Context: an optimization exercise on an open-source flow, tuned for small area. The choices shown serve that exercise and are no tape-out recipe.
The RTL was checked by simulation tests, not by an equivalence proof against the original design.
Power and IR drop assume default switching activity.

## red
==> flow/design.v (excerpt) <==
module EvE #(parameter num_PE = 2)(parent1, parent2, input_clk, wr_en, reset, cfg1, cfg2, cfg3, out1, out2, out3);
For scale: about 8400 cells after synthesis, roughly 3900 flip-flops, about 610 I/O pins, roughly 150000 sq um of cells after synthesis.
==> flow/config.mk <==
export PLATFORM = sky130hd
export DESIGN_NAME = EvE
export DESIGN_NICKNAME = EvE
export VERILOG_FILES = /design/flow/design.v
export SDC_FILE = /design/flow/constraint.sdc
export NUM_CORES = 4
export LEC_CHECK = 0
export CAP_MARGIN = 20
export CORE_MARGIN = 2
export CORE_UTILIZATION = 65
export PLACE_DENSITY = 0.75
export SLEW_MARGIN = 20
==> flow/constraint.sdc <==
create_clock -name core_clock -period 10.0 [get_ports {input_clk}]
set_input_delay 2.0000 -clock core_clock [delete_from_list [all_inputs] [get_ports {input_clk}]]
set_output_delay 2.0000 -clock core_clock [all_outputs]
set_load 0.01 [all_outputs]
standard.sh (not shown) runs the stock make flow with config.mk's settings and CLKGATE_MAP_FILE= SYNTH_SCRIPT=/design/flow/synth_recipe.tcl, a recipe that flattens the netlist after the stock synthesis.
==> flow/flow/run.sh <==
#!/bin/bash
# Own layout flow: the standard flow (standard.sh, with its unchanged
# synthesis), with two settings passed to ORFS through its own variables:
#  - clock tree synthesis with larger sink clusters and no dummy loads;
#  - port buffers (every input and output port still gets one) use the
#    smallest buffer cell; repair_design resizes them where needed.
# The make output goes to standard_flow.log; ORFS keeps each step's log
# under orfs/logs.
set -euo pipefail
export CTS_ARGS="-sink_clustering_enable -repair_clock_nets -dont_use_dummy_load -sink_clustering_size 25 -sink_clustering_max_diameter 80"
export BUFFER_PORTS_ARGS="-buffer_cell sky130_fd_sc_hd__buf_1"
bash standard.sh > standard_flow.log 2>&1
Relative to red, the following input files were edited for blue:
--- a/flow/design.v
+++ b/flow/design.v
@@ -118,41 +118,45 @@
     end
     if (stage && !signalX) begin
       xv  <= 1'b0;
       rdA <= ~selB;
       rdB <= ~selA;
     end
   end
 end
 always @(posedge clk) begin
-  if (xload) begin
+  begin
     x5448 <= dA[54:48];
     xd0   <= dA[31:0];
     xd1[31:24] <= (xEQ & S1[3]) ? dB[31:24] : dA[31:24];
     xd1[23:16] <= (xEQ & S1[2]) ? dB[23:16] : dA[23:16];
     xd1[15:8]  <= (xEQ & S1[1]) ? dB[15:8]  : dA[15:8];
     xd1[7:0]   <= (xEQ & S1[0]) ? dB[7:0]   : dA[7:0];
   end
 end
+wire [31:0] p1w;
+assign p1w[31:24] = S1[3] ? xd1[31:24] : xd1[31:24] + {5'd0, R1[2:0]};
+assign p1w[23:16] = S1[2] ? xd1[23:16] : xd1[23:16] + {5'd0, R1[5:3]};
+assign p1w[15:8]  = S1[1] ? xd1[15:8]  : xd1[15:8]  + {5'd0, R1[8:6]};
+assign p1w[7:0]   = S1[0] ? xd1[7:0]   : xd1[7:0]   + {5'd0, R1[11:9]};
 reg        dv0, dv1;
 reg        d55_0, d55_1;
-reg [7:0]  d4740_1;
-reg [3:0]  S1q;
-reg [11:0] R1q;
-always @(posedge clk) begin
-  S1q <= S1;
-  R1q <= R1[11:0];
-end
-wire [31:0] dw1;
-assign dw1[31:24] = S1q[3] ? xd1[31:24] : xd1[31:24] + {5'd0, R1q[2:0]};
-assign dw1[23:16] = S1q[2] ? xd1[23:16] : xd1[23:16] + {5'd0, R1q[5:3]};
-assign dw1[15:8]  = S1q[1] ? xd1[15:8]  : xd1[15:8]  + {5'd0, R1q[8:6]};
-assign dw1[7:0]   = S1q[0] ? xd1[7:0]   : xd1[7:0]   + {5'd0, R1q[11:9]};
+reg [7:0]  d4740_0, d4740_1;
+reg [6:0]  d5448;
+reg [7:0]  d3932;
+reg [31:0] dw0, dw1;
+always @(posedge clk) begin
+  d5448   <= x5448;
+  d3932   <= x4732[7:0];
+  d4740_0 <= x4732[15:8];
+  dw0     <= xd0;
+  dw1     <= p1w;
+end
 wire del0_match = x55 && (x4732[15:8] == 8'hFF || x4732[7:0] == 8'hFF);
 always @(posedge clk) begin
   if (rst) begin
     dv0   <= 1'b0;
     d55_0 <= 1'b1;
   end else if (!del0_match) begin
     dv0   <= xv;
     d55_0 <= x55;
   end else begin
@@ -188,20 +192,20 @@
     d55_1 <= 1'b1;
   end else if (!del1_top) begin
     dv1     <= xv;
     d55_1   <= x55;
     d4740_1 <= x4732[15:8];
   end else begin
     dv1 <= 1'b0;
   end
 end
-wire [55:0] dl0 = {d55_0, x5448, x4732, xd0};
-wire [55:0] dl1 = {d55_1, x5448, d4740_1, x4732[7:0], dw1};
+wire [55:0] dl0 = {d55_0, d5448, d4740_0, d3932, dw0};
+wire [55:0] dl1 = {d55_1, d5448, d4740_1, d3932, dw1};
 reg        a0v;
 reg [55:0] a0l;
 always @(posedge clk) begin
   if (rst) begin
     a0v <= 1'b0;
     a0l <= {56{1'b1}};
   end else if (dv0) begin
     a0v <= 1'b1;
     a0l <= dl0;
## What came out
Although it ran to completion, blue produced a layout that fails the final checks because of antenna violations.
Detailed-route wire length (blue over red): decrease, 4800 microns
Higher portion of total power attributed to combinational logic among red and blue: blue
Flip-flop and latch count: red and blue compared, lower one is red
Compared with red, blue has extra setup slack.
Between blue and red, the horizontal die dimension figures differ only marginally.
Overall power consumption came out higher on blue than on red.
Lower fraction of the cycle the final worst path needs was reported by blue, not red.
Lower count of clock-buffer cells in the layout among red and blue: red
Looking at red and blue, the buffer share of cell area is a wash.
The overall die height on red is in line with that on blue.

static timing again, ports no longer ideal:
The flow's constraints put no driver on any port. The routed layouts listed below were extracted and timed again, unchanged, in two steps.
Step 1, drivers: a clkbuf_16 drives input_clk and a buf_2 each remaining input, both assumed.
Step 2 adds t to the input delays and takes it off the output delays; t is the mean of the earliest and latest rising clock arrival at the registers after step 1. Input paths then give back, and output paths get back, about the clock's delay inside the block.
a / b / c = no drivers / after step 1 / after step 2; a / b = the first two.
run | shift t [ns] | setup WS [ns] | pins driven straight from the clock port
red | 0.950 | 4.960 / 5.028 / 4.078 | 1
blue | 0.973 | 5.162 / 5.081 / 4.108 | 1
For blue, which loses most, drivers alone change the setup slack by -0.081 ns; drivers and shift together by -1.054 ns.
